What follows belongs to an exercise in optimizing a design on an open flow for small area; a production flow would make more cautious choices.
The RTL was checked by simulation tests, not by an equivalence proof against the original design.

== trial 87 ==
==> flow/design.v <==
`timescale 1ns / 1ps
module queue_non_fsm(
    clk,
    reset,
    data_in,
    write_to_stack,
    read_from_stack,
    stack_full,
    stack_empty,
    data_out
    );
    input  [7:0] data_in;
    input        clk,
                 reset,
                 write_to_stack,
                 read_from_stack;
    output       stack_full,
                 stack_empty;
    output [7:0] data_out;
    reg    [7:0] data_out;
    reg [7:0] mem [0:31];
    reg  [5:0] cn;
    wire [5:0] c = ~cn;
    genvar g;
    wire [5:1] a, z;
    assign a[1] = c[0];
    assign z[1] = cn[0];
    nor2  g_a2 (.a(cn[0]), .b(cn[1]), .y(a[2]));
    nor2  g_z2 (.a(c[0]),  .b(c[1]),  .y(z[2]));
    and3  g_a3 (.a(c[0]),  .b(c[1]),  .c(c[2]),  .y(a[3]));
    and3  g_z3 (.a(cn[0]), .b(cn[1]), .c(cn[2]), .y(z[3]));
    and4  g_a4 (.a(c[0]),  .b(c[1]),  .c(c[2]),  .d(c[3]),  .y(a[4]));
    and4  g_z4 (.a(cn[0]), .b(cn[1]), .c(cn[2]), .d(cn[3]), .y(z[4]));
    and2  g_a5 (.a(a[4]), .b(c[4]),  .y(a[5]));
    and2  g_z5 (.a(z[4]), .b(cn[4]), .y(z[5]));
    assign stack_empty = c[5];
    and2  g_full (.a(cn[5]), .b(a[5]), .y(stack_full));
    wire wr, wrn, rd, rdn;
    nand2b g_wrn (.an(stack_full), .b(write_to_stack), .y(wrn));
    inv    g_wr  (.a(wrn), .y(wr));
    and3   g_rd  (.a(read_from_stack), .b(~c[5]), .c(wrn), .y(rd));
    nand3  g_rdn (.a(read_from_stack), .b(~c[5]), .c(wrn), .y(rdn));
    wire [32:0] sel;
    wire [4:0]  ci = ~c[4:0];
    wire [3:0]  lo_n;
    wire [7:0]  hi_n;
    generate for (g = 0; g < 4; g = g + 1) begin : plo
        nand3 u (.a(rd), .b(((g & 1) != 0) ? c[0] : ci[0]), .c(((g & 2) != 0) ? c[1] : ci[1]), .y(lo_n[g]));
    end
    for (g = 0; g < 8; g = g + 1) begin : phi
        nand3 u (.a(((g & 1) != 0) ? c[2] : ci[2]), .b(((g & 2) != 0) ? c[3] : ci[3]), .c(((g & 4) != 0) ? c[4] : ci[4]), .y(hi_n[g]));
    end
    for (g = 0; g < 32; g = g + 1) begin : dec
        nor2 u (.a(lo_n[g % 4]), .b(hi_n[g / 4]), .y(sel[g]));
    end endgenerate
    assign sel[32] = rdn;
    wire [7:0] rd_next;
    generate for (g = 0; g < 8; g = g + 1) begin : rbit
        wire [32:0] d;
        genvar k;
        for (k = 0; k < 32; k = k + 1) begin : dk
            assign d[k] = mem[k][g];
        end
        assign d[32] = data_out[g];
        wire [10:0] y;
        for (k = 0; k < 11; k = k + 1) begin : t
            aoi222 u (.a1(sel[3*k]),   .a2(d[3*k]),
                      .b1(sel[3*k+1]), .b2(d[3*k+1]),
                      .c1(sel[3*k+2]), .c2(d[3*k+2]), .y(y[k]));
        end
        wire p0, p1, p2;
        nand4 n0 (.a(y[0]), .b(y[1]), .c(y[2]),  .d(y[3]), .y(p0));
        nand4 n1 (.a(y[4]), .b(y[5]), .c(y[6]),  .d(y[7]), .y(p1));
        nand3 n2 (.a(y[8]), .b(y[9]), .c(y[10]),            .y(p2));
        assign rd_next[g] = p0 | p1 | p2;
    end endgenerate
    wire [5:0] t, cn_next;
    or2   g_t0 (.a(wr), .b(rd), .y(t[0]));
    generate for (g = 1; g < 6; g = g + 1) begin : cnt
        ao22 u (.a1(wr), .a2(a[g]), .b1(rd), .b2(z[g]), .y(t[g]));
    end
    for (g = 0; g < 6; g = g + 1) begin : cnx
        xor2 u (.a(cn[g]), .b(t[g]), .y(cn_next[g]));
    end endgenerate
    integer i;
    wire [7:0] mem_d [0:31];
    generate for (g = 0; g < 32; g = g + 1) begin : word
        genvar b;
        for (b = 0; b < 8; b = b + 1) begin : bits
            ao22 u (.a1(wr),  .a2(g == 0 ? data_in[b] : mem[g == 0 ? 0 : g-1][b]),
                    .b1(wrn), .b2(mem[g][b]), .y(mem_d[g][b]));
        end
    end endgenerate
    always @(posedge clk) begin
        for (i = 0; i < 32; i = i + 1) mem[i] <= mem_d[i];
    end
    always @(posedge clk or posedge reset) begin
        if (reset) begin
            cn       <= 6'b000000;
            data_out <= 8'b0;
        end else begin
            cn       <= cn_next;
            data_out <= rd_next;
        end
    end
endmodule
module aoi222(input a1, a2, b1, b2, c1, c2, output y);
    assign y = ~((a1 & a2) | (b1 & b2) | (c1 & c2));
endmodule
module ao22(input a1, a2, b1, b2, output y);
    assign y = (a1 & a2) | (b1 & b2);
endmodule
module nand4(input a, b, c, d, output y);
    assign y = ~(a & b & c & d);
endmodule
module nand3(input a, b, c, output y);
    assign y = ~(a & b & c);
endmodule
module nor2(input a, b, output y);
    assign y = ~(a | b);
endmodule
module nand2b(input an, b, output y);
    assign y = ~(~an & b);
endmodule
module inv(input a, output y);
    assign y = ~a;
endmodule
module and3(input a, b, c, output y);
    assign y = a & b & c;
endmodule
module and4(input a, b, c, d, output y);
    assign y = a & b & c & d;
endmodule
module and2(input a, b, output y);
    assign y = a & b;
endmodule
module or2(input a, b, output y);
    assign y = a | b;
endmodule
module xor2(input a, b, output y);
    assign y = a ^ b;
endmodule
==> flow/config.mk <==
export PLATFORM = sky130hd
export DESIGN_NAME = queue_non_fsm
export DESIGN_NICKNAME = queue_non_fsm
export VERILOG_FILES = /design/flow/design.v
export SDC_FILE = /design/flow/constraint.sdc
export NUM_CORES = 4
export LEC_CHECK = 0
export CAP_MARGIN = 20
export CORE_MARGIN = 2
export CORE_UTILIZATION = 60
export SLEW_MARGIN = 20
export SYNTH_HIERARCHICAL = 1
export SYNTH_MINIMUM_KEEP_SIZE = 0
==> flow/constraint.sdc <==
create_clock -name core_clock -period 5.0 [get_ports {clk}]
set_input_delay 1.0000 -clock core_clock [delete_from_list [all_inputs] [get_ports {clk}]]
set_output_delay 1.0000 -clock core_clock [all_outputs]
set_load 0.01 [all_outputs]
standard.sh (not shown) runs the stock make flow with config.mk's settings and CLKGATE_MAP_FILE= SYNTH_SCRIPT=/design/flow/synth_recipe.tcl, a recipe that flattens the netlist after the stock synthesis.
==> flow/flow/run.sh <==
#!/bin/bash
# The standard ORFS layout (standard.sh, with its synthesis unchanged), with
# these changes to what it builds around the design:
#  - the port buffers are the smallest buffer, buf_1;
#  - clock tree synthesis drives the registers from clkbuf_4 in clusters of
#    up to 10 sinks, with clkbuf_2 above them in the tree, and inserts no
#    dummy loads. The tree is still built by CTS; no register is given a
#    skew of its own;
#  - the buffers ABC inserted are removed at floorplan; repair_design then
#    buffers what needs it.
# Each tool's full output is in the ORFS logs under orfs/logs; make's own
# output is in flow_make.log.
set -euo pipefail
export BUFFER_PORTS_ARGS="-buffer_cell sky130_fd_sc_hd__buf_1"
export CTS_ARGS="-sink_clustering_enable -repair_clock_nets -dont_use_dummy_load -buf_list sky130_fd_sc_hd__clkbuf_4 -root_buf sky130_fd_sc_hd__clkbuf_2 -tree_buf sky130_fd_sc_hd__clkbuf_2 -sink_clustering_size 10 -sink_clustering_max_diameter 60"
export REMOVE_ABC_BUFFERS=1
bash standard.sh > flow_make.log 2>&1
Input-level comparison between build 41 and trial 87:
--- a/flow/design.v
+++ b/flow/design.v
@@ -31,10 +31,10 @@
     and3  g_z3 (.a(cn[0]), .b(cn[1]), .c(cn[2]), .y(z[3]));
     and4  g_a4 (.a(c[0]),  .b(c[1]),  .c(c[2]),  .d(c[3]),  .y(a[4]));
     and4  g_z4 (.a(cn[0]), .b(cn[1]), .c(cn[2]), .d(cn[3]), .y(z[4]));
-    and2  g_a5 (.a(a[4]), .b(c[4]),  .y(a[5]));
     and2  g_z5 (.a(z[4]), .b(cn[4]), .y(z[5]));
+    assign a[5] = c[5];
     assign stack_empty = c[5];
-    and2  g_full (.a(cn[5]), .b(a[5]), .y(stack_full));
+    and3  g_full (.a(cn[5]), .b(a[4]), .c(c[4]), .y(stack_full));
     wire wr, wrn, rd, rdn;
     nand2b g_wrn (.an(stack_full), .b(write_to_stack), .y(wrn));
     inv    g_wr  (.a(wrn), .y(wr));
@@ -74,13 +74,14 @@
         nand3 n2 (.a(y[8]), .b(y[9]), .c(y[10]),            .y(p2));
         assign rd_next[g] = p0 | p1 | p2;
     end endgenerate
-    wire [5:0] t, cn_next;
-    or2   g_t0 (.a(wr), .b(rd), .y(t[0]));
+    wire [5:1] t;
+    wire [5:0] cn_next;
+    wire       tn0;
+    nor2  g_t0 (.a(wr), .b(rd), .y(tn0));
+    xnor2 g_x0 (.a(cn[0]), .b(tn0), .y(cn_next[0]));
     generate for (g = 1; g < 6; g = g + 1) begin : cnt
         ao22 u (.a1(wr), .a2(a[g]), .b1(rd), .b2(z[g]), .y(t[g]));
-    end
-    for (g = 0; g < 6; g = g + 1) begin : cnx
-        xor2 u (.a(cn[g]), .b(t[g]), .y(cn_next[g]));
+        xor2 x (.a(cn[g]), .b(t[g]), .y(cn_next[g]));
     end endgenerate
     integer i;
     wire [7:0] mem_d [0:31];
@@ -134,8 +135,8 @@
 module and2(input a, b, output y);
     assign y = a & b;
 endmodule
-module or2(input a, b, output y);
-    assign y = a | b;
+module xnor2(input a, b, output y);
+    assign y = ~(a ^ b);
 endmodule
 module xor2(input a, b, output y);
     assign y = a ^ b;
Findings:
- No stage failed in build 41, and the final checks on the layout all came back clean.
- Build 41 vs trial 87: final weighted congestion in routability-driven placement up
- Build 41 vs. trial 87: share of flip-flops with an asynchronous set or reset after synthesis ~0 delta, simple-gate share of the synthesized area ~0 delta, design area ~0 delta, latest clock arrival within the worst-skew pair ~0 delta, detailed-router iteration count before antenna repair +2.
- In terms of combined area of the multi-input logic cells, trial 87 and build 41 differ only marginally.
- Going from trial 87 to build 41, via count grew by 61; routed wire length now sits higher; maximum frequency went up about 6%.

-- re-timing with driven ports --
Ports are ideal in the flow. The routed layouts listed here were re-timed in OpenROAD. Step 1: set_driving_cell puts a clkbuf_16 on clk and a buf_2 on each other input, an assumption about the parent block. Step 2 adds t to the input delays and takes it off the output delays; t is the mean of the earliest and latest rising clock arrival at the registers after step 1. Input paths then give back, and output paths get back, about the clock's delay inside the block. a / b / c = ideal ports / drivers / drivers and shift; a / b = the first two.
run	t (ns)	setup slack, ns	worst setup path at the end	cell pins on the clock port's net
trial 87	0.857	1.162 / 1.162 / 1.162	register to register	1
build 41	0.859	1.378 / 1.378 / 1.378	register to register	1
After both steps setup and hold are still met in every run listed.
